Source: an optimization exercise on an open RTL-to-GDS flow (aim: small area, a short achievable clock period and few clock cycles per item). Production flows keep margins and buffers that such runs may drop.
Only simulation tests tie the RTL to the original design; equivalence was not proved.
Power is estimated from default activity; no workload was simulated.

==> flow/design.v (excerpt) <==
module cache (
    input logic clk,
    input logic rst,
    input  logic [ 31:0] ufp_addr,
    input  logic [  3:0] ufp_rmask,
    input  logic [  3:0] ufp_wmask,
    output logic [255:0] ufp_rdata,
    input  logic [ 31:0] ufp_wdata,
    output logic         ufp_resp,
    output logic [ 31:0] dfp_addr,
    output logic         dfp_read,
    output logic         dfp_write,
    input  logic [255:0] dfp_rdata,
    output logic [255:0] dfp_wdata,
    input  logic         dfp_resp,
    input  logic [ 31:0] dfp_raddr
);
==> module out_slice, before the edit <==
module out_slice #(
    parameter int W = 32
) (
    input  logic            clk,
    input  logic            rst,
    input  logic [    15:0] sel_d,
    input  logic            rd_d,
    input  logic [16*W-1:0] din,
    input  logic [   W-1:0] mem_data,
    output logic [   W-1:0] dout_u,
    output logic [   W-1:0] dout_d
);
  logic [15:0] sel_q;
  logic        rd_q;
  logic [W-1:0] stored;
  always_ff @(posedge clk) begin
    sel_q <= sel_d;
  end
  always_ff @(posedge clk) begin
    if (rst) rd_q <= 1'b0;
    else rd_q <= rd_d;
  end
  line_mux #(
      .N(16),
      .W(W)
  ) mux (
      .sel (sel_q),
      .din (din),
      .dout(stored)
  );
  or_and #(
      .W(W)
  ) last_u (
      .a   (stored),
      .b   (mem_data),
      .bsel(rd_q),
      .y   (dout_u)
  );
  or_and #(
      .W(W)
  ) last_d (
      .a   (stored),
      .b   (mem_data),
      .bsel(rd_q),
      .y   (dout_d)
  );
endmodule
export LEC_CHECK = 0
export CAP_MARGIN = 25
export CELL_PAD_IN_SITES_DETAIL_PLACEMENT = 1
export CELL_PAD_IN_SITES_GLOBAL_PLACEMENT = 2
export CORE_MARGIN = 2
export CORE_UTILIZATION = 55
export CTS_CLUSTER_DIAMETER = 90
export CTS_CLUSTER_SIZE = 24
export SETUP_SLACK_MARGIN = 5
export SLEW_MARGIN = 25
export SYNTH_HIERARCHICAL = 1
export SYNTH_MEMORY_MAX_BITS = 65536
export TNS_END_PERCENT = 100
create_clock -name core_clock -period 12.0 [get_ports {clk}]
standard.sh (not shown) runs the stock make flow with config.mk's settings and CLKGATE_MAP_FILE= SYNTH_SCRIPT=/design/flow/synth_recipe.tcl, a recipe that flattens the netlist after the stock synthesis.
==> flow/flow/run.sh <==
#!/bin/bash
set -euo pipefail
cd "$(dirname "$0")/.."
groups=""
for i in $(seq 0 255); do
  groups+="-group_pins {dfp_rdata[$i] ufp_rdata[$i] dfp_wdata[$i]} "
done
bash standard.sh \
  SETUP_SLACK_MARGIN=6.6 \
  "BUFFER_PORTS_ARGS=-buffer_cell sky130_fd_sc_hd__buf_2" \
  "PLACE_PINS_ARGS=$groups" \
  finish > standard.log 2>&1
Testbench counts at the start, summed over its fixed seeds: cycles 83,163, requests 24,000.
Edit:
--- a/flow/design.v
+++ b/flow/design.v
@@ -343,24 +343,17 @@
       .din (din),
       .dout(stored)
   );
   or_and #(
       .W(W)
-  ) last_u (
+  ) last (
       .a   (stored),
       .b   (mem_data),
       .bsel(rd_q),
       .y   (dout_u)
   );
-  or_and #(
-      .W(W)
-  ) last_d (
-      .a   (stored),
-      .b   (mem_data),
-      .bsel(rd_q),
-      .y   (dout_d)
-  );
+  assign dout_d = dout_u;
 endmodule
 module or_and #(
     parameter int W = 1
 ) (
     input  logic [W-1:0] a,
What happened: The new run finished with timing, DRC and antenna clean. Setup slack gains 100 ps. Sequential share of layout area went up by 0.93 points. Non-clock buffer count went down by 131. Critical path depth went down by 6. Cell count went down by 2.5%. Final area went down by 1.3%. Via count went down by 2.9%. Global-route usage went down by 0.29 points. Clock skew hardly moves. Clock-buffer cell count went up by 8. Synthesized cell count hardly moves. Power went down by 0.76%. Combinational power went down by 8.0%.
Testbench counts after the change, summed over its fixed seeds: cycles 83,163, requests 24,000.

--- another note on this design; it stands on its own ---

// cache
module cache (
    input logic clk,
    input logic rst,
    input  logic [ 31:0] ufp_addr,
    input  logic [  3:0] ufp_rmask,
    input  logic [  3:0] ufp_wmask,
    output logic [255:0] ufp_rdata,
    input  logic [ 31:0] ufp_wdata,
    output logic         ufp_resp,
    output logic [ 31:0] dfp_addr,
    output logic         dfp_read,
    output logic         dfp_write,
    input  logic [255:0] dfp_rdata,
    output logic [255:0] dfp_wdata,
    input  logic         dfp_resp,
    input  logic [ 31:0] dfp_raddr
);
Size: ~11000 cells after synthesis, about 4900 flip-flops, roughly 910 I/O pins.
export LEC_CHECK = 0
export CAP_MARGIN = 25
export CELL_PAD_IN_SITES_DETAIL_PLACEMENT = 1
export CELL_PAD_IN_SITES_GLOBAL_PLACEMENT = 2
export CORE_MARGIN = 2
export CORE_UTILIZATION = 35
export CTS_CLUSTER_DIAMETER = 80
export CTS_CLUSTER_SIZE = 20
export SETUP_SLACK_MARGIN = 5
export SLEW_MARGIN = 25
export SYNTH_HIERARCHICAL = 1
export SYNTH_MEMORY_MAX_BITS = 65536
export TNS_END_PERCENT = 100
create_clock -name core_clock -period 12.0 [get_ports {clk}]
standard.sh (not shown) runs the stock make flow with config.mk's settings and CLKGATE_MAP_FILE= SYNTH_SCRIPT=/design/flow/synth_recipe.tcl, a recipe that flattens the netlist after the stock synthesis.
==> flow/flow/run.sh <==
#!/bin/bash
set -euo pipefail
cd "$(dirname "$0")/.."
groups=""
for i in $(seq 0 255); do
  groups+="-group_pins {dfp_rdata[$i] ufp_rdata[$i] dfp_wdata[$i]} "
done
bash standard.sh \
  SETUP_SLACK_MARGIN=6.6 \
  "BUFFER_PORTS_ARGS=-buffer_cell sky130_fd_sc_hd__buf_2" \
  "PLACE_PINS_ARGS=$groups" \
  finish > standard.log 2>&1
Testbench counts at the start, summed over its fixed seeds: cycles 83,163, requests 24,000.
Rerun with:
- CAP_MARGIN: 25 -> 15
- SLEW_MARGIN: 25 -> 15
Effect: Combinational power barely changes. Utilization stays flat. Count of clock-buffer cells in the layout went down by 17.

-- what the ideal ports hide --
The results above use ideal ports. As a check the final layouts listed here were re-extracted and re-timed, cells and wires unchanged. Step 1 sets driving cells, clkbuf_16 on the clock port and buf_2 on the other inputs (assumed; they add their load-dependent delay and slew). Step 2 moves the port delays by t, midway between the first and last clock arrival at a register: inputs arrive t later, outputs are due t later. That takes back most of the time a late clock gives input paths. a / b / c = ideal ports / drivers / drivers and shift; a / b = the first two.
| run | shift t [ns] | slack for setup (ns) | pins driven straight from the clock port |
|---|---|---|---|
| the first run of note 1 | 1.095 | 6.484 / 6.430 / 5.470 | 1 |
| the second run of note 1 | 1.094 | 6.586 / 6.340 / 5.591 | 1 |
| the first run of note 2 | 1.112 | 6.568 / 6.455 / 5.569 | 1 |
| the second run of note 2 | 1.105 | 6.459 / 6.453 / 5.462 | 1 |
After both steps setup and hold are still met in every run listed. For the first run of note 1, which loses most, drivers alone change the setup slack by -0.054 ns; drivers and shift together by -1.014 ns.
